This design comes from an exercise in tuning for small area and a short achievable clock period on the open sky130 flow, not from production work. No run shown here included a check of the RTL's function; only the layout flow was run. No activity file was given, so power comes from the tool's default toggle rates.

==> flow/design.v (outline; a module is shown in full before it is edited, if it fits) <==
// module running_average: 27 lines
// module ra_add_out: 514 lines
// module ra_add_nxt: 415 lines
// module ra_fa: 4 lines
// module ra_a21boi: 3 lines
// module ra_aoi21: 3 lines
// module ra_inv: 3 lines
// module ra_nand2: 3 lines
// module ra_nor2: 3 lines
// module ra_nor2b: 3 lines
// module ra_nor3b: 3 lines
// module ra_oai21: 3 lines
// module ra_xnor2: 3 lines
// module ra_xor2: 3 lines
module running_average #(
  parameter N = 4,
  parameter DATAWIDTH = 32
)(
  input   wire        clk,
  input   wire        reset,
  input   wire [DATAWIDTH -1 : 0] data_i,
  output  wire [DATAWIDTH -1 : 0] average_o
);
  // ...
==> flow/flow/run.sh <==
#!/bin/bash
set -euo pipefail
here=$(pwd)
DU_DEFAULT=$(cat flow/default_dont_use.txt)
DU_BIG=$(cat flow/big_cells.txt)
bash standard.sh DONT_USE_CELLS="$DU_DEFAULT $DU_BIG" synth > "$here/synth.log" 2>&1
args=()
if [[ -f flow/pnr_args.txt ]]; then
  while IFS= read -r line; do
    [[ -n "$line" && "$line" != \#* ]] && args+=("$line")
  done < flow/pnr_args.txt
fi
bash standard.sh "${args[@]}" finish > "$here/pnr.log" 2>&1
==> flow/flow/big_cells.txt <==
sky130_fd_sc_hd__a2111o_2 sky130_fd_sc_hd__a2111o_4 sky130_fd_sc_hd__a2111oi_2 sky130_fd_sc_hd__a2111oi_4 sky130_fd_sc_hd__a211o_2 sky130_fd_sc_hd__a211o_4 sky130_fd_sc_hd__a211oi_2 sky130_fd_sc_hd__a211oi_4 sky130_fd_sc_hd__a21bo_2 sky130_fd_sc_hd__a21bo_4 sky130_fd_sc_hd__a21boi_2 sky130_fd_sc_hd__a21boi_4 sky130_fd_sc_hd__a21o_2 sky130_fd_sc_hd__a21o_4 sky130_fd_sc_hd__a21oi_2 sky130_fd_sc_hd__a21oi_4 sky130_fd_sc_hd__a221o_2 sky130_fd_sc_hd__a221o_4 sky130_fd_sc_hd__a221oi_2 sky130_fd_sc_hd__a221oi_4 sky130_fd_sc_hd__a22o_2 sky130_fd_sc_hd__a22o_4 sky130_fd_sc_hd__a22oi_2 sky130_fd_sc_hd__a22oi_4 sky130_fd_sc_hd__a2bb2o_2 sky130_fd_sc_hd__a2bb2o_4 sky130_fd_sc_hd__a2bb2oi_2 sky130_fd_sc_hd__a2bb2oi_4 sky130_fd_sc_hd__a311o_2 sky130_fd_sc_hd__a311o_4 sky130_fd_sc_hd__a311oi_2 sky130_fd_sc_hd__a311oi_4 sky130_fd_sc_hd__a31o_2 sky130_fd_sc_hd__a31o_4 sky130_fd_sc_hd__a31oi_2 sky130_fd_sc_hd__a31oi_4 sky130_fd_sc_hd__a32o_2 sky130_fd_sc_hd__a32o_4 sky130_fd_sc_hd__a32oi_2 sky130_fd_sc_hd__a32oi_4 sky130_fd_sc_hd__a41o_2 sky130_fd_sc_hd__a41o_4 sky130_fd_sc_hd__a41oi_2 sky130_fd_sc_hd__a41oi_4 sky130_fd_sc_hd__and2_2 sky130_fd_sc_hd__and2_4 sky130_fd_sc_hd__and2b_2 sky130_fd_sc_hd__and2b_4 sky130_fd_sc_hd__and3_2 sky130_fd_sc_hd__and3_4 sky130_fd_sc_hd__and3b_2 sky130_fd_sc_hd__and3b_4 sky130_fd_sc_hd__and4_2 sky130_fd_sc_hd__and4_4 sky130_fd_sc_hd__and4b_2 sky130_fd_sc_hd__and4b_4 sky130_fd_sc_hd__and4bb_2 sky130_fd_sc_hd__and4bb_4 sky130_fd_sc_hd__fa_2 sky130_fd_sc_hd__fa_4 sky130_fd_sc_hd__ha_2 sky130_fd_sc_hd__ha_4 sky130_fd_sc_hd__inv_12 sky130_fd_sc_hd__inv_16 sky130_fd_sc_hd__inv_2 sky130_fd_sc_hd__inv_4 sky130_fd_sc_hd__inv_6 sky130_fd_sc_hd__inv_8 sky130_fd_sc_hd__maj3_2 sky130_fd_sc_hd__maj3_4 sky130_fd_sc_hd__mux2_2 sky130_fd_sc_hd__mux2_4 sky130_fd_sc_hd__mux2_8 sky130_fd_sc_hd__mux2i_2 sky130_fd_sc_hd__mux2i_4 sky130_fd_sc_hd__mux4_2 sky130_fd_sc_hd__mux4_4 sky130_fd_sc_hd__nand2_2 sky130_fd_sc_hd__nand2_4 sky130_fd_sc_hd__nand2_8 sky130_fd_sc_hd__nand2b_2 sky130_fd_sc_hd__nand2b_4 sky130_fd_sc_hd__nand3_2 sky130_fd_sc_hd__nand3_4 sky130_fd_sc_hd__nand3b_2 sky130_fd_sc_hd__nand3b_4 sky130_fd_sc_hd__nand4_2 sky130_fd_sc_hd__nand4_4 sky130_fd_sc_hd__nand4b_2 sky130_fd_sc_hd__nand4b_4 sky130_fd_sc_hd__nand4bb_2 sky130_fd_sc_hd__nand4bb_4 sky130_fd_sc_hd__nor2_2 sky130_fd_sc_hd__nor2_4 sky130_fd_sc_hd__nor2_8 sky130_fd_sc_hd__nor2b_2 sky130_fd_sc_hd__nor2b_4 sky130_fd_sc_hd__nor3_2 sky130_fd_sc_hd__nor3_4 sky130_fd_sc_hd__nor3b_2 sky130_fd_sc_hd__nor3b_4 sky130_fd_sc_hd__nor4_2 sky130_fd_sc_hd__nor4_4 sky130_fd_sc_hd__nor4b_2 sky130_fd_sc_hd__nor4b_4 sky130_fd_sc_hd__nor4bb_2 sky130_fd_sc_hd__nor4bb_4 sky130_fd_sc_hd__o2111a_2 sky130_fd_sc_hd__o2111a_4 sky130_fd_sc_hd__o2111ai_2 sky130_fd_sc_hd__o2111ai_4 sky130_fd_sc_hd__o211a_2 sky130_fd_sc_hd__o211a_4 sky130_fd_sc_hd__o211ai_2 sky130_fd_sc_hd__o211ai_4 sky130_fd_sc_hd__o21a_2 sky130_fd_sc_hd__o21a_4 sky130_fd_sc_hd__o21ai_2 sky130_fd_sc_hd__o21ai_4 sky130_fd_sc_hd__o21ba_2 sky130_fd_sc_hd__o21ba_4 sky130_fd_sc_hd__o21bai_2 sky130_fd_sc_hd__o21bai_4 sky130_fd_sc_hd__o221a_2 sky130_fd_sc_hd__o221a_4 sky130_fd_sc_hd__o221ai_2 sky130_fd_sc_hd__o221ai_4 sky130_fd_sc_hd__o22a_2 sky130_fd_sc_hd__o22a_4 sky130_fd_sc_hd__o22ai_2 sky130_fd_sc_hd__o22ai_4 sky130_fd_sc_hd__o2bb2a_2 sky130_fd_sc_hd__o2bb2a_4 sky130_fd_sc_hd__o2bb2ai_2 sky130_fd_sc_hd__o2bb2ai_4 sky130_fd_sc_hd__o311a_2 sky130_fd_sc_hd__o311a_4 sky130_fd_sc_hd__o311ai_2 sky130_fd_sc_hd__o311ai_4 sky130_fd_sc_hd__o31a_2 sky130_fd_sc_hd__o31a_4 sky130_fd_sc_hd__o31ai_2 sky130_fd_sc_hd__o31ai_4 sky130_fd_sc_hd__o32a_2 sky130_fd_sc_hd__o32a_4 sky130_fd_sc_hd__o32ai_2 sky130_fd_sc_hd__o32ai_4 sky130_fd_sc_hd__o41a_2 sky130_fd_sc_hd__o41a_4 sky130_fd_sc_hd__o41ai_2 sky130_fd_sc_hd__o41ai_4 sky130_fd_sc_hd__or2_2 sky130_fd_sc_hd__or2_4 sky130_fd_sc_hd__or2b_2 sky130_fd_sc_hd__or2b_4 sky130_fd_sc_hd__or3_2 sky130_fd_sc_hd__or3_4 sky130_fd_sc_hd__or3b_2 sky130_fd_sc_hd__or3b_4 sky130_fd_sc_hd__or4_2 sky130_fd_sc_hd__or4_4 sky130_fd_sc_hd__or4b_2 sky130_fd_sc_hd__or4b_4 sky130_fd_sc_hd__or4bb_2 sky130_fd_sc_hd__or4bb_4 sky130_fd_sc_hd__xnor2_2 sky130_fd_sc_hd__xnor2_4 sky130_fd_sc_hd__xnor3_2 sky130_fd_sc_hd__xnor3_4 sky130_fd_sc_hd__xor2_2 sky130_fd_sc_hd__xor2_4 sky130_fd_sc_hd__xor3_2 sky130_fd_sc_hd__xor3_4
==> flow/flow/default_dont_use.txt <==
sky130_fd_sc_hd__probe_p_8 sky130_fd_sc_hd__probec_p_8 sky130_fd_sc_hd__lpflow_bleeder_1 sky130_fd_sc_hd__lpflow_clkbufkapwr_1 sky130_fd_sc_hd__lpflow_clkbufkapwr_16 sky130_fd_sc_hd__lpflow_clkbufkapwr_2 sky130_fd_sc_hd__lpflow_clkbufkapwr_4 sky130_fd_sc_hd__lpflow_clkbufkapwr_8 sky130_fd_sc_hd__lpflow_clkinvkapwr_1 sky130_fd_sc_hd__lpflow_clkinvkapwr_16 sky130_fd_sc_hd__lpflow_clkinvkapwr_2 sky130_fd_sc_hd__lpflow_clkinvkapwr_4 sky130_fd_sc_hd__lpflow_clkinvkapwr_8 sky130_fd_sc_hd__lpflow_decapkapwr_12 sky130_fd_sc_hd__lpflow_decapkapwr_3 sky130_fd_sc_hd__lpflow_decapkapwr_4 sky130_fd_sc_hd__lpflow_decapkapwr_6 sky130_fd_sc_hd__lpflow_decapkapwr_8 sky130_fd_sc_hd__lpflow_inputiso0n_1 sky130_fd_sc_hd__lpflow_inputiso0p_1 sky130_fd_sc_hd__lpflow_inputiso1n_1 sky130_fd_sc_hd__lpflow_inputiso1p_1 sky130_fd_sc_hd__lpflow_inputisolatch_1 sky130_fd_sc_hd__lpflow_isobufsrc_1 sky130_fd_sc_hd__lpflow_isobufsrc_16 sky130_fd_sc_hd__lpflow_isobufsrc_2 sky130_fd_sc_hd__lpflow_isobufsrc_4 sky130_fd_sc_hd__lpflow_isobufsrc_8 sky130_fd_sc_hd__lpflow_isobufsrckapwr_16 sky130_fd_sc_hd__lpflow_lsbuf_lh_hl_isowell_tap_1 sky130_fd_sc_hd__lpflow_lsbuf_lh_hl_isowell_tap_2 sky130_fd_sc_hd__lpflow_lsbuf_lh_hl_isowell_tap_4 sky130_fd_sc_hd__lpflow_lsbuf_lh_isowell_4 sky130_fd_sc_hd__lpflow_lsbuf_lh_isowell_tap_1 sky130_fd_sc_hd__lpflow_lsbuf_lh_isowell_tap_2 sky130_fd_sc_hd__lpflow_lsbuf_lh_isowell_tap_4 
==> flow/flow/pnr_args.txt <==
==> flow/standard.sh <==
#!/bin/bash
# synth_recipe.tcl (not shown) runs the flow's synth.tcl, then flattens the netlist and writes it again
# the make line also repeats each setting of config.mk as NAME=value (left out here)
make -C /OpenROAD-flow-scripts/flow DESIGN_CONFIG=/design/flow/config.mk WORK_HOME=/design/flow/orfs CLKGATE_MAP_FILE= SYNTH_SCRIPT=/design/flow/synth_recipe.tcl "${@:-finish}"
==> flow/config.mk <==
export PLATFORM = sky130hd
export DESIGN_NAME = running_average
export DESIGN_NICKNAME = running_average
export VERILOG_FILES = /design/flow/design.v
export SDC_FILE = /design/flow/constraint.sdc
export NUM_CORES = 4
export LEC_CHECK = 0
export CAP_MARGIN = 20
export CORE_MARGIN = 2
export CORE_UTILIZATION = 40
export SETUP_SLACK_MARGIN = 3.0
export SLEW_MARGIN = 20
export SYNTH_HIERARCHICAL = 1
==> flow/constraint.sdc <==
create_clock -name core_clock -period 7.0 [get_ports {clk}]
set_input_delay 1.4000 -clock core_clock [delete_from_list [all_inputs] [get_ports {clk}]]
set_output_delay 1.4000 -clock core_clock [all_outputs]
set_load 0.01 [all_outputs]
==> results.json, run 1 <==
{
  "grt_pass1_vias": 4586,
  "highest_layer": "met4",
  "combinationalPowerShare_pct": 58.3,
  "p_clk_w": 0.000532,
  "yosys.area_share.simple_pct": 20.56,
  "synth_top_family_by_area": "simple AND/OR/NAND/NOR gates",
  "vias_per_cell": 4.983,
  "nClkBuffers": 12,
  "wirelength_um": 13620,
  "worstSetupPathType": "input pin to primary output",
  "hold_end": "s2[2]",
  "status": "complete, no violations",
  "inverters": 39,
  "dp_hpwl_um": 8563,
  "met2_length_um": 6962,
  "fin_cells": 923,
  "multi_input_area_um2": 3797,
  "setup_tns_ns": 0,
  "syn-cell-area_um2": 5555,
  "worst_pin_slew_ns": 0.5387,
  "synth_most_common_cell": "dfrtp_1",
  "worstPathRequired_ns": 5.60,
  "finalCritPeriodShare_pct": 63.19,
  "top_power_group": "combinational logic",
  "endpoint": "average_o[21]"
}
==> run 2, diff against run 1 <==
--- a/flow/design.v
+++ b/flow/design.v
@@ -219,59 +219,46 @@
   wire n191;
   wire n192;
   wire n193;
   wire n194;
   wire n195;
   wire n196;
   wire n197;
   wire n198;
-  wire n199;
   wire n200;
-  wire n201;
   wire n202;
-  wire n203;
   wire n204;
-  wire n205;
   wire n206;
-  wire n207;
   wire n208;
-  wire n209;
   wire n210;
-  wire n211;
-  wire n213;
-  wire n215;
-  wire n217;
-  wire n219;
-  wire n221;
-  wire n223;
-  wire n225;
-  wire n227;
-  wire n229;
-  wire n231;
-  wire n233;
-  wire n235;
-  wire n237;
-  wire n239;
-  wire n241;
-  wire n243;
-  wire n245;
-  wire n247;
-  wire n249;
-  wire n251;
-  wire n253;
-  wire n255;
+  wire n212;
+  wire n214;
+  wire n216;
+  wire n218;
+  wire n220;
+  wire n222;
+  wire n224;
+  wire n226;
+  wire n228;
+  wire n230;
+  wire n232;
+  wire n234;
+  wire n236;
+  wire n238;
+  wire n240;
+  wire n242;
+  wire n244;
+  wire n246;
+  wire n248;
+  wire n250;
+  wire n252;
+  wire n254;
+  wire n256;
   wire n257;
-  wire n259;
-  wire n261;
-  wire n263;
-  wire n265;
-  wire n267;
-  wire n269;
-  wire n270;
   ra_nand2 g1 (.a(a[0]), .b(b[0]), .y(n1));
   ra_nor2 g2 (.a(a[0]), .b(b[0]), .y(n2));
   ra_nand2 g3 (.a(a[1]), .b(b[1]), .y(n3));
   ra_nor2 g4 (.a(a[1]), .b(b[1]), .y(n4));
   ra_nand2 g5 (.a(a[2]), .b(b[2]), .y(n5));
   ra_nor2 g6 (.a(a[2]), .b(b[2]), .y(n6));
   ra_nand2 g7 (.a(a[3]), .b(b[3]), .y(n7));
   ra_nor2 g8 (.a(a[3]), .b(b[3]), .y(n8));
@@ -353,196 +340,183 @@
   ra_oai21 g84 (.a1(n48), .a2(n45), .b1(n47), .y(n84));
   ra_nor2 g85 (.a(n48), .b(n46), .y(n85));
   ra_oai21 g86 (.a1(n52), .a2(n49), .b1(n51), .y(n86));
   ra_nor2 g87 (.a(n52), .b(n50), .y(n87));
   ra_oai21 g88 (.a1(n56), .a2(n53), .b1(n55), .y(n88));
   ra_nor2 g89 (.a(n56), .b(n54), .y(n89));
   ra_oai21 g90 (.a1(n60), .a2(n57), .b1(n59), .y(n90));
   ra_nor2 g91 (.a(n60), .b(n58), .y(n91));
-  ra_inv g92 (.a(n63), .y(n92));
-  ra_oai21 g93 (.a1(n6), .a2(n92), .b1(n5), .y(n93));
-  ra_aoi21 g94 (.a1(n65), .a2(n63), .b1(n64), .y(n94));
-  ra_inv g95 (.a(n66), .y(n95));
-  ra_oai21 g96 (.a1(n14), .a2(n95), .b1(n13), .y(n96));
-  ra_nor2b g97 (.a(n14), .bn(n67), .y(n97));
-  ra_aoi21 g98 (.a1(n69), .a2(n66), .b1(n68), .y(n98));
-  ra_nand2 g99 (.a(n69), .b(n67), .y(n99));
-  ra_inv g100 (.a(n70), .y(n100));
-  ra_oai21 g101 (.a1(n22), .a2(n100), .b1(n21), .y(n101));
-  ra_nor2b g102 (.a(n22), .bn(n71), .y(n102));
-  ra_aoi21 g103 (.a1(n73), .a2(n70), .b1(n72), .y(n103));
-  ra_nand2 g104 (.a(n73), .b(n71), .y(n104));
-  ra_inv g105 (.a(n74), .y(n105));
-  ra_oai21 g106 (.a1(n30), .a2(n105), .b1(n29), .y(n106));
-  ra_nor2b g107 (.a(n30), .bn(n75), .y(n107));
-  ra_aoi21 g108 (.a1(n77), .a2(n74), .b1(n76), .y(n108));
-  ra_nand2 g109 (.a(n77), .b(n75), .y(n109));
-  ra_inv g110 (.a(n78), .y(n110));
-  ra_oai21 g111 (.a1(n38), .a2(n110), .b1(n37), .y(n111));
-  ra_nor2b g112 (.a(n38), .bn(n79), .y(n112));
-  ra_aoi21 g113 (.a1(n81), .a2(n78), .b1(n80), .y(n113));
-  ra_nand2 g114 (.a(n81), .b(n79), .y(n114));
-  ra_inv g115 (.a(n82), .y(n115));
-  ra_oai21 g116 (.a1(n46), .a2(n115), .b1(n45), .y(n116));
-  ra_nor2b g117 (.a(n46), .bn(n83), .y(n117));
-  ra_aoi21 g118 (.a1(n85), .a2(n82), .b1(n84), .y(n118));
-  ra_nand2 g119 (.a(n85), .b(n83), .y(n119));
-  ra_inv g120 (.a(n86), .y(n120));
-  ra_oai21 g121 (.a1(n54), .a2(n120), .b1(n53), .y(n121));
-  ra_nor2b g122 (.a(n54), .bn(n87), .y(n122));
-  ra_aoi21 g123 (.a1(n89), .a2(n86), .b1(n88), .y(n123));
-  ra_nand2 g124 (.a(n89), .b(n87), .y(n124));
-  ra_inv g125 (.a(n90), .y(n125));
-  ra_oai21 g126 (.a1(n62), .a2(n125), .b1(n61), .y(n126));
-  ra_nor2b g127 (.a(n62), .bn(n91), .y(n127));
-  ra_oai21 g128 (.a1(n10), .a2(n94), .b1(n9), .y(n128));
-  ra_inv g129 (.a(n94), .y(n129));
-  ra_aoi21 g130 (.a1(n67), .a2(n129), .b1(n66), .y(n130));
-  ra_inv g131 (.a(n94), .y(n131));
-  ra_aoi21 g132 (.a1(n97), .a2(n131), .b1(n96), .y(n132));
-  ra_oai21 g133 (.a1(n99), .a2(n94), .b1(n98), .y(n133));
-  ra_oai21 g134 (.a1(n26), .a2(n103), .b1(n25), .y(n134));
-  ra_nor2 g135 (.a(n26), .b(n104), .y(n135));
-  ra_inv g136 (.a(n103), .y(n136));
-  ra_aoi21 g137 (.a1(n75), .a2(n136), .b1(n74), .y(n137));
-  ra_nor2b g138 (.a(n104), .bn(n75), .y(n138));
-  ra_inv g139 (.a(n103), .y(n139));
-  ra_aoi21 g140 (.a1(n107), .a2(n139), .b1(n106), .y(n140));
-  ra_nor2b g141 (.a(n104), .bn(n107), .y(n141));
-  ra_oai21 g142 (.a1(n109), .a2(n103), .b1(n108), .y(n142));
-  ra_nor2 g143 (.a(n109), .b(n104), .y(n143));
-  ra_oai21 g144 (.a1(n42), .a2(n113), .b1(n41), .y(n144));
-  ra_nor2 g145 (.a(n42), .b(n114), .y(n145));
-  ra_inv g146 (.a(n113), .y(n146));
-  ra_aoi21 g147 (.a1(n83), .a2(n146), .b1(n82), .y(n147));
-  ra_nor2b g148 (.a(n114), .bn(n83), .y(n148));
-  ra_inv g149 (.a(n113), .y(n149));
-  ra_aoi21 g150 (.a1(n117), .a2(n149), .b1(n116), .y(n150));
-  ra_nor2b g151 (.a(n114), .bn(n117), .y(n151));
-  ra_oai21 g152 (.a1(n119), .a2(n113), .b1(n118), .y(n152));
-  ra_nor2 g153 (.a(n119), .b(n114), .y(n153));
-  ra_oai21 g154 (.a1(n58), .a2(n123), .b1(n57), .y(n154));
-  ra_nor2 g155 (.a(n58), .b(n124), .y(n155));
-  ra_inv g156 (.a(n123), .y(n156));
-  ra_aoi21 g157 (.a1(n91), .a2(n156), .b1(n90), .y(n157));
-  ra_nor2b g158 (.a(n124), .bn(n91), .y(n158));
-  ra_inv g159 (.a(n123), .y(n159));
-  ra_aoi21 g160 (.a1(n127), .a2(n159), .b1(n126), .y(n160));
-  ra_nor2b g161 (.a(n124), .bn(n127), .y(n161));
-  ra_inv g162 (.a(n133), .y(n162));
-  ra_oai21 g163 (.a1(n18), .a2(n162), .b1(n17), .y(n163));
-  ra_aoi21 g164 (.a1(n71), .a2(n133), .b1(n70), .y(n164));
-  ra_aoi21 g165 (.a1(n102), .a2(n133), .b1(n101), .y(n165));
-  ra_inv g166 (.a(n133), .y(n166));
-  ra_oai21 g167 (.a1(n104), .a2(n166), .b1(n103), .y(n167));
-  ra_aoi21 g168 (.a1(n135), .a2(n133), .b1(n134), .y(n168));
-  ra_a21boi g169 (.a1(n138), .a2(n133), .b1n(n137), .y(n169));
-  ra_a21boi g170 (.a1(n141), .a2(n133), .b1n(n140), .y(n170));
-  ra_aoi21 g171 (.a1(n143), .a2(n133), .b1(n142), .y(n171));
-  ra_inv g172 (.a(n152), .y(n172));
-  ra_oai21 g173 (.a1(n50), .a2(n172), .b1(n49), .y(n173));
-  ra_nor2b g174 (.a(n50), .bn(n153), .y(n174));
-  ra_aoi21 g175 (.a1(n87), .a2(n152), .b1(n86), .y(n175));
-  ra_nand2 g176 (.a(n87), .b(n153), .y(n176));
-  ra_aoi21 g177 (.a1(n122), .a2(n152), .b1(n121), .y(n177));
-  ra_nand2 g178 (.a(n122), .b(n153), .y(n178));
-  ra_inv g179 (.a(n152), .y(n179));
-  ra_oai21 g180 (.a1(n124), .a2(n179), .b1(n123), .y(n180));
-  ra_nor2b g181 (.a(n124), .bn(n153), .y(n181));
-  ra_aoi21 g182 (.a1(n155), .a2(n152), .b1(n154), .y(n182));
-  ra_nand2 g183 (.a(n155), .b(n153), .y(n183));
-  ra_a21boi g184 (.a1(n158), .a2(n152), .b1n(n157), .y(n184));
-  ra_nand2 g185 (.a(n158), .b(n153), .y(n185));
-  ra_a21boi g186 (.a1(n161), .a2(n152), .b1n(n160), .y(n186));
-  ra_nand2 g187 (.a(n161), .b(n153), .y(n187));
-  ra_oai21 g188 (.a1(n34), .a2(n171), .b1(n33), .y(n188));
-  ra_inv g189 (.a(n171), .y(n189));
-  ra_aoi21 g190 (.a1(n79), .a2(n189), .b1(n78), .y(n190));
-  ra_inv g191 (.a(n171), .y(n191));
-  ra_aoi21 g192 (.a1(n112), .a2(n191), .b1(n111), .y(n192));
-  ra_oai21 g193 (.a1(n114), .a2(n171), .b1(n113), .y(n193));
+  ra_aoi21 g92 (.a1(n65), .a2(n63), .b1(n64), .y(n92));
+  ra_aoi21 g93 (.a1(n67), .a2(n64), .b1(n66), .y(n93));
+  ra_nand2 g94 (.a(n67), .b(n65), .y(n94));
+  ra_aoi21 g95 (.a1(n69), .a2(n66), .b1(n68), .y(n95));
+  ra_nand2 g96 (.a(n69), .b(n67), .y(n96));
+  ra_aoi21 g97 (.a1(n71), .a2(n68), .b1(n70), .y(n97));
+  ra_nand2 g98 (.a(n71), .b(n69), .y(n98));
+  ra_aoi21 g99 (.a1(n73), .a2(n70), .b1(n72), .y(n99));
+  ra_nand2 g100 (.a(n73), .b(n71), .y(n100));
+  ra_aoi21 g101 (.a1(n75), .a2(n72), .b1(n74), .y(n101));
+  ra_nand2 g102 (.a(n75), .b(n73), .y(n102));
+  ra_aoi21 g103 (.a1(n77), .a2(n74), .b1(n76), .y(n103));
+  ra_nand2 g104 (.a(n77), .b(n75), .y(n104));
+  ra_aoi21 g105 (.a1(n79), .a2(n76), .b1(n78), .y(n105));
+  ra_nand2 g106 (.a(n79), .b(n77), .y(n106));
+  ra_aoi21 g107 (.a1(n81), .a2(n78), .b1(n80), .y(n107));
+  ra_nand2 g108 (.a(n81), .b(n79), .y(n108));
+  ra_aoi21 g109 (.a1(n83), .a2(n80), .b1(n82), .y(n109));
+  ra_nand2 g110 (.a(n83), .b(n81), .y(n110));
+  ra_aoi21 g111 (.a1(n85), .a2(n82), .b1(n84), .y(n111));
+  ra_nand2 g112 (.a(n85), .b(n83), .y(n112));
+  ra_aoi21 g113 (.a1(n87), .a2(n84), .b1(n86), .y(n113));
+  ra_nand2 g114 (.a(n87), .b(n85), .y(n114));
+  ra_aoi21 g115 (.a1(n89), .a2(n86), .b1(n88), .y(n115));
+  ra_nand2 g116 (.a(n89), .b(n87), .y(n116));
+  ra_aoi21 g117 (.a1(n91), .a2(n88), .b1(n90), .y(n117));
+  ra_nand2 g118 (.a(n91), .b(n89), .y(n118));
+  ra_inv g119 (.a(n63), .y(n119));
+  ra_oai21 g120 (.a1(n94), .a2(n119), .b1(n93), .y(n120));
+  ra_oai21 g121 (.a1(n96), .a2(n92), .b1(n95), .y(n121));
+  ra_oai21 g122 (.a1(n98), .a2(n93), .b1(n97), .y(n122));
+  ra_nor2 g123 (.a(n98), .b(n94), .y(n123));
+  ra_oai21 g124 (.a1(n100), .a2(n95), .b1(n99), .y(n124));
+  ra_nor2 g125 (.a(n100), .b(n96), .y(n125));
+  ra_oai21 g126 (.a1(n102), .a2(n97), .b1(n101), .y(n126));
+  ra_nor2 g127 (.a(n102), .b(n98), .y(n127));
+  ra_oai21 g128 (.a1(n104), .a2(n99), .b1(n103), .y(n128));
+  ra_nor2 g129 (.a(n104), .b(n100), .y(n129));
+  ra_oai21 g130 (.a1(n106), .a2(n101), .b1(n105), .y(n130));
+  ra_nor2 g131 (.a(n106), .b(n102), .y(n131));
+  ra_oai21 g132 (.a1(n108), .a2(n103), .b1(n107), .y(n132));
+  ra_nor2 g133 (.a(n108), .b(n104), .y(n133));
+  ra_oai21 g134 (.a1(n110), .a2(n105), .b1(n109), .y(n134));
+  ra_nor2 g135 (.a(n110), .b(n106), .y(n135));
+  ra_oai21 g136 (.a1(n112), .a2(n107), .b1(n111), .y(n136));
+  ra_nor2 g137 (.a(n112), .b(n108), .y(n137));
+  ra_oai21 g138 (.a1(n114), .a2(n109), .b1(n113), .y(n138));
+  ra_nor2 g139 (.a(n114), .b(n110), .y(n139));
+  ra_oai21 g140 (.a1(n116), .a2(n111), .b1(n115), .y(n140));
+  ra_nor2 g141 (.a(n116), .b(n112), .y(n141));
+  ra_oai21 g142 (.a1(n118), .a2(n113), .b1(n117), .y(n142));
+  ra_nor2 g143 (.a(n118), .b(n114), .y(n143));
+  ra_aoi21 g144 (.a1(n123), .a2(n63), .b1(n122), .y(n144));
+  ra_inv g145 (.a(n92), .y(n145));
+  ra_aoi21 g146 (.a1(n125), .a2(n145), .b1(n124), .y(n146));
+  ra_aoi21 g147 (.a1(n127), .a2(n120), .b1(n126), .y(n147));
+  ra_aoi21 g148 (.a1(n129), .a2(n121), .b1(n128), .y(n148));
+  ra_aoi21 g149 (.a1(n131), .a2(n122), .b1(n130), .y(n149));
+  ra_nand2 g150 (.a(n131), .b(n123), .y(n150));
+  ra_aoi21 g151 (.a1(n133), .a2(n124), .b1(n132), .y(n151));
+  ra_nand2 g152 (.a(n133), .b(n125), .y(n152));
+  ra_aoi21 g153 (.a1(n135), .a2(n126), .b1(n134), .y(n153));
+  ra_nand2 g154 (.a(n135), .b(n127), .y(n154));
+  ra_aoi21 g155 (.a1(n137), .a2(n128), .b1(n136), .y(n155));
+  ra_nand2 g156 (.a(n137), .b(n129), .y(n156));
+  ra_aoi21 g157 (.a1(n139), .a2(n130), .b1(n138), .y(n157));
+  ra_nand2 g158 (.a(n139), .b(n131), .y(n158));
+  ra_aoi21 g159 (.a1(n141), .a2(n132), .b1(n140), .y(n159));
+  ra_nand2 g160 (.a(n141), .b(n133), .y(n160));
+  ra_aoi21 g161 (.a1(n143), .a2(n134), .b1(n142), .y(n161));
+  ra_nand2 g162 (.a(n143), .b(n135), .y(n162));
+  ra_inv g163 (.a(n63), .y(n163));
+  ra_oai21 g164 (.a1(n150), .a2(n163), .b1(n149), .y(n164));
+  ra_oai21 g165 (.a1(n152), .a2(n92), .b1(n151), .y(n165));
+  ra_inv g166 (.a(n120), .y(n166));
+  ra_oai21 g167 (.a1(n154), .a2(n166), .b1(n153), .y(n167));
+  ra_inv g168 (.a(n121), .y(n168));
+  ra_oai21 g169 (.a1(n156), .a2(n168), .b1(n155), .y(n169));
+  ra_oai21 g170 (.a1(n158), .a2(n144), .b1(n157), .y(n170));
+  ra_oai21 g171 (.a1(n160), .a2(n146), .b1(n159), .y(n171));
+  ra_oai21 g172 (.a1(n162), .a2(n147), .b1(n161), .y(n172));
+  ra_inv g173 (.a(n63), .y(n173));
+  ra_oai21 g174 (.a1(n6), .a2(n173), .b1(n5), .y(n174));
+  ra_oai21 g175 (.a1(n10), .a2(n92), .b1(n9), .y(n175));
+  ra_inv g176 (.a(n120), .y(n176));
+  ra_oai21 g177 (.a1(n14), .a2(n176), .b1(n13), .y(n177));
+  ra_inv g178 (.a(n121), .y(n178));
+  ra_oai21 g179 (.a1(n18), .a2(n178), .b1(n17), .y(n179));
+  ra_oai21 g180 (.a1(n22), .a2(n144), .b1(n21), .y(n180));
+  ra_oai21 g181 (.a1(n26), .a2(n146), .b1(n25), .y(n181));
+  ra_oai21 g182 (.a1(n30), .a2(n147), .b1(n29), .y(n182));
+  ra_oai21 g183 (.a1(n34), .a2(n148), .b1(n33), .y(n183));
+  ra_inv g184 (.a(n164), .y(n184));
+  ra_oai21 g185 (.a1(n38), .a2(n184), .b1(n37), .y(n185));
+  ra_inv g186 (.a(n165), .y(n186));
+  ra_oai21 g187 (.a1(n42), .a2(n186), .b1(n41), .y(n187));
+  ra_inv g188 (.a(n167), .y(n188));
+  ra_oai21 g189 (.a1(n46), .a2(n188), .b1(n45), .y(n189));
+  ra_inv g190 (.a(n169), .y(n190));
+  ra_oai21 g191 (.a1(n50), .a2(n190), .b1(n49), .y(n191));
+  ra_inv g192 (.a(n170), .y(n192));
+  ra_oai21 g193 (.a1(n54), .a2(n192), .b1(n53), .y(n193));
   ra_inv g194 (.a(n171), .y(n194));
-  ra_aoi21 g195 (.a1(n145), .a2(n194), .b1(n144), .y(n195));
-  ra_inv g196 (.a(n171), .y(n196));
-  ra_a21boi g197 (.a1(n148), .a2(n196), .b1n(n147), .y(n197));
-  ra_inv g198 (.a(n171), .y(n198));
-  ra_a21boi g199 (.a1(n151), .a2(n198), .b1n(n150), .y(n199));
-  ra_inv g200 (.a(n171), .y(n200));
-  ra_aoi21 g201 (.a1(n153), .a2(n200), .b1(n152), .y(n201));
-  ra_inv g202 (.a(n171), .y(n202));
-  ra_aoi21 g203 (.a1(n174), .a2(n202), .b1(n173), .y(n203));
-  ra_oai21 g204 (.a1(n176), .a2(n171), .b1(n175), .y(n204));
-  ra_oai21 g205 (.a1(n178), .a2(n171), .b1(n177), .y(n205));
-  ra_inv g206 (.a(n171), .y(n206));
-  ra_aoi21 g207 (.a1(n181), .a2(n206), .b1(n180), .y(n207));
-  ra_oai21 g208 (.a1(n183), .a2(n171), .b1(n182), .y(n208));
-  ra_oai21 g209 (.a1(n185), .a2(n171), .b1(n184), .y(n209));
-  ra_oai21 g210 (.a1(n187), .a2(n171), .b1(n186), .y(n210));
-  ra_nor3b g211 (.a(n6), .b(r), .cn(n5), .y(n211));
-  ra_xor2 g212 (.a(n211), .b(n63), .y(y[0]));
-  ra_nor3b g213 (.a(n8), .b(r), .cn(n7), .y(n213));
-  ra_xor2 g214 (.a(n213), .b(n93), .y(y[1]));
-  ra_nor3b g215 (.a(n10), .b(r), .cn(n9), .y(n215));
-  ra_xnor2 g216 (.a(n215), .b(n94), .y(y[2]));
-  ra_nor3b g217 (.a(n12), .b(r), .cn(n11), .y(n217));
-  ra_xor2 g218 (.a(n217), .b(n128), .y(y[3]));
-  ra_nor3b g219 (.a(n14), .b(r), .cn(n13), .y(n219));
-  ra_xnor2 g220 (.a(n219), .b(n130), .y(y[4]));
-  ra_nor3b g221 (.a(n16), .b(r), .cn(n15), .y(n221));
-  ra_xnor2 g222 (.a(n221), .b(n132), .y(y[5]));
-  ra_nor3b g223 (.a(n18), .b(r), .cn(n17), .y(n223));
-  ra_xor2 g224 (.a(n223), .b(n133), .y(y[6]));
-  ra_nor3b g225 (.a(n20), .b(r), .cn(n19), .y(n225));
-  ra_xor2 g226 (.a(n225), .b(n163), .y(y[7]));
-  ra_nor3b g227 (.a(n22), .b(r), .cn(n21), .y(n227));
-  ra_xnor2 g228 (.a(n227), .b(n164), .y(y[8]));
-  ra_nor3b g229 (.a(n24), .b(r), .cn(n23), .y(n229));
-  ra_xnor2 g230 (.a(n229), .b(n165), .y(y[9]));
-  ra_nor3b g231 (.a(n26), .b(r), .cn(n25), .y(n231));
-  ra_xor2 g232 (.a(n231), .b(n167), .y(y[10]));
-  ra_nor3b g233 (.a(n28), .b(r), .cn(n27), .y(n233));
-  ra_xnor2 g234 (.a(n233), .b(n168), .y(y[11]));
-  ra_nor3b g235 (.a(n30), .b(r), .cn(n29), .y(n235));
-  ra_xnor2 g236 (.a(n235), .b(n169), .y(y[12]));
-  ra_nor3b g237 (.a(n32), .b(r), .cn(n31), .y(n237));
-  ra_xnor2 g238 (.a(n237), .b(n170), .y(y[13]));
-  ra_nor3b g239 (.a(n34), .b(r), .cn(n33), .y(n239));
-  ra_xnor2 g240 (.a(n239), .b(n171), .y(y[14]));
-  ra_nor3b g241 (.a(n36), .b(r), .cn(n35), .y(n241));
-  ra_xor2 g242 (.a(n241), .b(n188), .y(y[15]));
-  ra_nor3b g243 (.a(n38), .b(r), .cn(n37), .y(n243));
-  ra_xnor2 g244 (.a(n243), .b(n190), .y(y[16]));
-  ra_nor3b g245 (.a(n40), .b(r), .cn(n39), .y(n245));
-  ra_xnor2 g246 (.a(n245), .b(n192), .y(y[17]));
-  ra_nor3b g247 (.a(n42), .b(r), .cn(n41), .y(n247));
-  ra_xor2 g248 (.a(n247), .b(n193), .y(y[18]));
-  ra_nor3b g249 (.a(n44), .b(r), .cn(n43), .y(n249));
-  ra_xnor2 g250 (.a(n249), .b(n195), .y(y[19]));
-  ra_nor3b g251 (.a(n46), .b(r), .cn(n45), .y(n251));
-  ra_xnor2 g252 (.a(n251), .b(n197), .y(y[20]));
-  ra_nor3b g253 (.a(n48), .b(r), .cn(n47), .y(n253));
-  ra_xnor2 g254 (.a(n253), .b(n199), .y(y[21]));
-  ra_nor3b g255 (.a(n50), .b(r), .cn(n49), .y(n255));
-  ra_xnor2 g256 (.a(n255), .b(n201), .y(y[22]));
-  ra_nor3b g257 (.a(n52), .b(r), .cn(n51), .y(n257));
-  ra_xnor2 g258 (.a(n257), .b(n203), .y(y[23]));
-  ra_nor3b g259 (.a(n54), .b(r), .cn(n53), .y(n259));
-  ra_xor2 g260 (.a(n259), .b(n204), .y(y[24]));
-  ra_nor3b g261 (.a(n56), .b(r), .cn(n55), .y(n261));
-  ra_xor2 g262 (.a(n261), .b(n205), .y(y[25]));
-  ra_nor3b g263 (.a(n58), .b(r), .cn(n57), .y(n263));
-  ra_xnor2 g264 (.a(n263), .b(n207), .y(y[26]));
-  ra_nor3b g265 (.a(n60), .b(r), .cn(n59), .y(n265));
-  ra_xor2 g266 (.a(n265), .b(n208), .y(y[27]));
-  ra_nor3b g267 (.a(n62), .b(r), .cn(n61), .y(n267));
-  ra_xor2 g268 (.a(n267), .b(n209), .y(y[28]));
-  ra_xnor2 g269 (.a(a[31]), .b(b[31]), .y(n269));
-  ra_nor2 g270 (.a(n269), .b(r), .y(n270));
-  ra_xor2 g271 (.a(n270), .b(n210), .y(y[29]));
+  ra_oai21 g195 (.a1(n58), .a2(n194), .b1(n57), .y(n195));
+  ra_inv g196 (.a(n172), .y(n196));
+  ra_oai21 g197 (.a1(n62), .a2(n196), .b1(n61), .y(n197));
+  ra_nor3b g198 (.a(n6), .b(r), .cn(n5), .y(n198));
+  ra_xor2 g199 (.a(n198), .b(n63), .y(y[0]));
+  ra_nor3b g200 (.a(n8), .b(r), .cn(n7), .y(n200));
+  ra_xor2 g201 (.a(n200), .b(n174), .y(y[1]));
+  ra_nor3b g202 (.a(n10), .b(r), .cn(n9), .y(n202));
+  ra_xnor2 g203 (.a(n202), .b(n92), .y(y[2]));
+  ra_nor3b g204 (.a(n12), .b(r), .cn(n11), .y(n204));
+  ra_xor2 g205 (.a(n204), .b(n175), .y(y[3]));
+  ra_nor3b g206 (.a(n14), .b(r), .cn(n13), .y(n206));
+  ra_xor2 g207 (.a(n206), .b(n120), .y(y[4]));
+  ra_nor3b g208 (.a(n16), .b(r), .cn(n15), .y(n208));
+  ra_xor2 g209 (.a(n208), .b(n177), .y(y[5]));
+  ra_nor3b g210 (.a(n18), .b(r), .cn(n17), .y(n210));
+  ra_xor2 g211 (.a(n210), .b(n121), .y(y[6]));
+  ra_nor3b g212 (.a(n20), .b(r), .cn(n19), .y(n212));
+  ra_xor2 g213 (.a(n212), .b(n179), .y(y[7]));
+  ra_nor3b g214 (.a(n22), .b(r), .cn(n21), .y(n214));
+  ra_xnor2 g215 (.a(n214), .b(n144), .y(y[8]));
+  ra_nor3b g216 (.a(n24), .b(r), .cn(n23), .y(n216));
+  ra_xor2 g217 (.a(n216), .b(n180), .y(y[9]));
+  ra_nor3b g218 (.a(n26), .b(r), .cn(n25), .y(n218));
+  ra_xnor2 g219 (.a(n218), .b(n146), .y(y[10]));
+  ra_nor3b g220 (.a(n28), .b(r), .cn(n27), .y(n220));
+  ra_xor2 g221 (.a(n220), .b(n181), .y(y[11]));
+  ra_nor3b g222 (.a(n30), .b(r), .cn(n29), .y(n222));
+  ra_xnor2 g223 (.a(n222), .b(n147), .y(y[12]));
+  ra_nor3b g224 (.a(n32), .b(r), .cn(n31), .y(n224));
+  ra_xor2 g225 (.a(n224), .b(n182), .y(y[13]));
+  ra_nor3b g226 (.a(n34), .b(r), .cn(n33), .y(n226));
+  ra_xnor2 g227 (.a(n226), .b(n148), .y(y[14]));
+  ra_nor3b g228 (.a(n36), .b(r), .cn(n35), .y(n228));
+  ra_xor2 g229 (.a(n228), .b(n183), .y(y[15]));
+  ra_nor3b g230 (.a(n38), .b(r), .cn(n37), .y(n230));
+  ra_xor2 g231 (.a(n230), .b(n164), .y(y[16]));
+  ra_nor3b g232 (.a(n40), .b(r), .cn(n39), .y(n232));
+  ra_xor2 g233 (.a(n232), .b(n185), .y(y[17]));
+  ra_nor3b g234 (.a(n42), .b(r), .cn(n41), .y(n234));
+  ra_xor2 g235 (.a(n234), .b(n165), .y(y[18]));
+  ra_nor3b g236 (.a(n44), .b(r), .cn(n43), .y(n236));
+  ra_xor2 g237 (.a(n236), .b(n187), .y(y[19]));
+  ra_nor3b g238 (.a(n46), .b(r), .cn(n45), .y(n238));
+  ra_xor2 g239 (.a(n238), .b(n167), .y(y[20]));
+  ra_nor3b g240 (.a(n48), .b(r), .cn(n47), .y(n240));
+  ra_xor2 g241 (.a(n240), .b(n189), .y(y[21]));
+  ra_nor3b g242 (.a(n50), .b(r), .cn(n49), .y(n242));
+  ra_xor2 g243 (.a(n242), .b(n169), .y(y[22]));
+  ra_nor3b g244 (.a(n52), .b(r), .cn(n51), .y(n244));
+  ra_xor2 g245 (.a(n244), .b(n191), .y(y[23]));
+  ra_nor3b g246 (.a(n54), .b(r), .cn(n53), .y(n246));
+  ra_xor2 g247 (.a(n246), .b(n170), .y(y[24]));
+  ra_nor3b g248 (.a(n56), .b(r), .cn(n55), .y(n248));
+  ra_xor2 g249 (.a(n248), .b(n193), .y(y[25]));
+  ra_nor3b g250 (.a(n58), .b(r), .cn(n57), .y(n250));
+  ra_xor2 g251 (.a(n250), .b(n171), .y(y[26]));
+  ra_nor3b g252 (.a(n60), .b(r), .cn(n59), .y(n252));
+  ra_xor2 g253 (.a(n252), .b(n195), .y(y[27]));
+  ra_nor3b g254 (.a(n62), .b(r), .cn(n61), .y(n254));
+  ra_xor2 g255 (.a(n254), .b(n172), .y(y[28]));
+  ra_xnor2 g256 (.a(a[31]), .b(b[31]), .y(n256));
+  ra_nor2 g257 (.a(n256), .b(r), .y(n257));
+  ra_xor2 g258 (.a(n257), .b(n197), .y(y[29]));
 endmodule
 module ra_add_nxt (input wire [31:0] a, input wire [31:0] b, input wire [31:0] c, output wire [31:0] y);
   wire [31:0] fs;
   wire [32:0] fc;
   wire n1;
   wire n2;
   wire n3;
   wire n4;
@@ -953,19 +927,16 @@
   ra_xor2 g202 (.a(n201), .b(n143), .y(y[30]));
   ra_xor2 g203 (.a(fs[31]), .b(fc[31]), .y(n203));
   ra_xnor2 g204 (.a(n203), .b(n124), .y(y[31]));
 endmodule
 module ra_fa (input wire a, input wire b, input wire ci, output wire s, output wire co);
   assign s = a ^ b ^ ci;
   assign co = (a & b) | (ci & (a ^ b));
 endmodule
-module ra_a21boi (input wire a1, input wire a2, input wire b1n, output wire y);
-  assign y = ~((a1 & a2) | ~b1n);
-endmodule
 module ra_aoi21 (input wire a1, input wire a2, input wire b1, output wire y);
   assign y = ~((a1 & a2) | b1);
 endmodule
 module ra_inv (input wire a, output wire y);
   assign y = ~a;
 endmodule
 module ra_nand2 (input wire a, input wire b, output wire y);
   assign y = ~(a & b);
==> flow/flow/pnr_args.txt (replaced) <==
BUFFER_PORTS_ARGS=-buffer_cell sky130_fd_sc_hd__buf_2
==> flow/config.mk (replaced) <==
export PLATFORM = sky130hd
export DESIGN_NAME = running_average
export DESIGN_NICKNAME = running_average
export VERILOG_FILES = /design/flow/design.v
export SDC_FILE = /design/flow/constraint.sdc
export NUM_CORES = 4
export LEC_CHECK = 0
export CAP_MARGIN = 20
export CORE_MARGIN = 2
export CORE_UTILIZATION = 40
export CTS_BUF_LIST = sky130_fd_sc_hd__clkbuf_4 sky130_fd_sc_hd__clkbuf_8
export SETUP_SLACK_MARGIN = 2.5
export SLEW_MARGIN = 20
export SYNTH_HIERARCHICAL = 1
==> run 2 against run 1 <==
Net effect:
- wire length down 14%
- largest power group unchanged
- largest cell class unchanged
- sequential power fell by 4.2%
- synthesized cell count decreased by 2.1%
- critical path type unchanged
==> results.json, run 2 <==
{
  "dp_hpwl_um": 8961,
  "synth_common_cells": "nor2_1 (101), dfrtp_1 (96), nand2_1 (87)",
  "ios": 66,
  "mostFrequentLayoutCell": "dfrtp_1",
  "fp-row-count": 42,
  "clk_path_buf_depth": 2,
  "skew_ns": 0.01884,
  "synth_most_common_cell": "nor2_1",
  "io_buffers": 63,
  "synth_top_cell_area_share_pct": 44.05,
  "layout_setup_ws_ns": 2.473,
  "vias_per_cell": 4.996,
  "antenna_found_initial": 0,
  "synthMuxAreaShare_pct": 0,
  "die_area_um2": 14590,
  "grt_usage_pct": 17.17,
  "yosys.area_share.simple_pct": 20.26,
  "hold_class": "register to register",
  "syn-cell-area_um2": 5454,
  "rsz0062_at_grt": "true",
  "hold_end": "s2[16]",
  "wirelength_um": 11780,
  "cts_hold_buf": 0,
  "setup_tns_ns": 0,
  "hp-start": "s1[16]",
  "worstPathRequired_ns": 5.60,
  "hold_violations": 0,
  "yosys-top-cells-area": "dfrtp_1 (44%), fa_1 (12%), o21ai_1 (7.8%), xor2_1 (7.4%), nor2_1 (7.0%)",
  "grt_pass1_wl_um": 19340,
  "path_max_fanout": 4,
  "synth_adder_area_share_pct": 11.75,
  "numCtsBuffers": 9,
  "grt_max_degree": 51,
  "synth_xor_area_share_pct": 10.12,
  "die_h_um": 120.8,
  "fillers": 1229,
  "core_area_um2": 13300,
  "hold_depth": 0,
  "clkSinkCount": 96,
  "setup-violations-final": 0,
  "drv_cap": 0,
  "status": "complete, no violations",
  "grt_pass1_vias": 4163,
  "total_leakage_power_nw": 2.821,
  "dieWidth_um": 120.8,
  "critPathCaptureType": "primary output",
  "worstSetupPathType": "input pin to primary output",
  "routed-via-count": 4262,
  "synth_seq_area_share_pct": 44.05,
  "drt_pre_antenna_iters": 4,
  "ir_drop_mv": 0.1910,
  "synth-seq-cells": 96,
  "reg2reg_slack_ns": 3.62,
  "htreeDepth": 3,
  "arrival_ns": 3.13,
  "drc": 0,
  "relSlewSlack_pct": 45.43,
  "largestRegisters": "s1 x32, s2 x32, s3 x32",
  "syn_inst": 593,
  "cts_tree": "done",
  "drt_iter0_markers": 158,
  "clk_pin_slew_ns": 0.10,
  "yosysWarnings": 7,
  "yosysTopAreaCell": "dfrtp_1",
  "floorplan.initialDensity_pct": 41.02,
  "antennaDiodeCount": 0,
  "synth_compound_area_share_pct": 11.56,
  "slew_violations": 0,
  "synth_edf_count": 0,
  "synth_top_family_by_area": "simple AND/OR/NAND/NOR gates",
  "final_layout_size_suffix_gt1_share_pct": 21.42,
  "worst_pin_slew_ns": 0.8176,
  "syn_avg_cell_area_um2": 9.197,
  "nets": 738,
  "synthFlopType": "dfrtp_1",
  "r2r_cells": 12,
  "cp-start-kind": "input pin",
  "period_needed_ns": 4.527,
  "final_cell_mix": "dfrtp_1 (96), nand2_1 (84), nor2_1 (78), o21ai_1 (65), buf_2 (62)",
  "insertion_delay_ns": 0.38,
  "finalCritPeriodShare_pct": 64.68,
  "p_per_area_nw_per_um2": 356.9,
  "r2r_start": "s1[1]",
  "netlist-cell-type-count": 13,
  "drtAntennaViolNets": 0,
  "setup.worst_path.start": "data_i[20]",
  "cts_root_buf": "clkbuf_8",
  "gp_congestion": 0.9179,
  "avgRoutedWirePerCell_um": 13.81,
  "area_growth_pct": 19.48,
  "post-place-ws_ns": 2.057,
  "grt_overflow": 0,
  "reg2reg_to": "s3[30]",
  "fmax_mhz": 220.9,
  "asyncSetResetFlopFracSynth_pct": 100.0
}
-- run 2: cell types whose count changed after synthesis, sizes merged --
| cell | change |
|---|---|
| xnor2 | -12 |
| nor2b | -15 |
| inv | -13 |
| a21boi | -6 |
| xor2 | +12 |
| nor2 | +6 |
| nand2 | +9 |
| o21ai | +9 |
| a21oi | -3 |
-- run 2: timing repair --
item,CTS,global route
setup buffers,0,6
gates resized for setup,11,59
pin swaps,2,20
endpoints found under the setup margin,17,16
-- run 2: cell families (layout without fill, tap and decap cells) --
| logic type | Yosys count | in the layout |
|---|---|---|
| compound gates | 126 | 126 |
| xor+xnor | 63 | 63 |
| fa+ha+maj | 32 | 32 |
| buf+inv | 29 | 112 |
| flops | 96 | 96 |
| other cells | 1 | 2 |
| simple gates | 246 | 246 |
-- run 2: layer usage --
layer	part of all wire, %	routed length [um]	up-vias	GRT usage (%)
met3	4.9	579	25	4.528
met5	0	0	-	0
met4	2.5	297	0	5.451
met1	46	5444	2049	22.95
li1	-	-	2098	-
met2	46	5458	90	27.37
-- run 2: worst max-delay path, cell delays in order --
cell and delay (ns):
buf_2 0.13, nor2_1 0.08, nor2_1 0.24, nand2_1 0.16
nor2_1 0.21, nand2_1 0.10, o21ai_2 0.20, inv_1 0.07
o21ai_1 0.18, xor2_1 0.21, buf_2 0.16
-- run 2: through the flow --
step | cells | cell area [um2] | hold slack [ns] | utilization [%] | total power [W]
finish | 853 | 6516 | 0.4073 | 49.01 | 0.002325
global route | 853 | 6516 | 0.4227 | 49.01 | 0.002501
CTS | 847 | 6260 | 0.4153 | 47.08 | 0.002214
detailed placement | 831 | 5979 | 0.3947 | 44.97 | 0.001762
global placement | 831 | 5979 | 0.3933 | 44.97 | 0.001747
floorplan | 594 | 5458 | 0.3856 | - | 0.001423
-- run 2: how the worst max path moves through the flow --
stage	cells past startpoint	to	slack (ns)
after detailed placement	11	average_o[23]	2.06
after floorplan	9	average_o[23]	2.70
after CTS	11	average_o[19]	2.44
after global routing	11	average_o[27]	2.39
after global placement	11	average_o[23]	2.15
final	11	average_o[27]	2.47
-- run 2: modules after synthesis (local to each module, per instance), a selection --
| module | flip-flops and latches | cells inside |
|---|---|---|
| running_average | 96 | 100 |
| ra_fa | 0 | 1 |
| ra_aoi21 | 0 | 1 |
| ra_add_nxt | 0 | 1 |
| ra_nor2b | 0 | 1 |
| ra_oai21 | 0 | 1 |
-- run 2: area by class of cell --
cell class                      instances  area, um2  area share, %
Clock inverter                          4      76.32          1.171
Sequential cell                        96       2402          36.87
Tap cell                              176      220.2          3.379
Clock buffer                           12      158.9          2.439
Multi-Input combinational cell        469       3189          48.94
Inverter                               26      98.84          1.517
Timing Repair Buffer                   70      370.4          5.684
-- run 2: where the power goes --
group          switching (W)  internal (W)  total, W
logic               0.000736      0.000463   0.00120
clock network       0.000196      0.000225  0.000421
registers          0.0000534      0.000652  0.000705
total               0.000985       0.00134   0.00233

-- port drivers added, routing unchanged --
The results above use ideal ports. As a check the final layouts listed here were re-extracted and re-timed, cells and wires unchanged.
Step 1 assumes that a clkbuf_16 drives the clock port and a buf_2 every other input.
Step 2 adds t to the input delays and takes it off the output delays; t is the mean of the earliest and latest rising clock arrival at the registers after step 1. Input paths then give back, and output paths get back, about the clock's delay inside the block.
Three values: ideal, step 1, step 2; two values: the first two.
run	t, ns	setup WS [ns]	cell pins on the clock port's net
run 1	0.382	2.577 / 2.527 / 2.527	1
run 2	0.407	2.473 / 2.450 / 2.450	1
After both steps setup and hold are still met in every run listed. For run 1, which loses most, drivers alone change the setup slack by -0.050 ns; drivers and shift together by -0.050 ns.
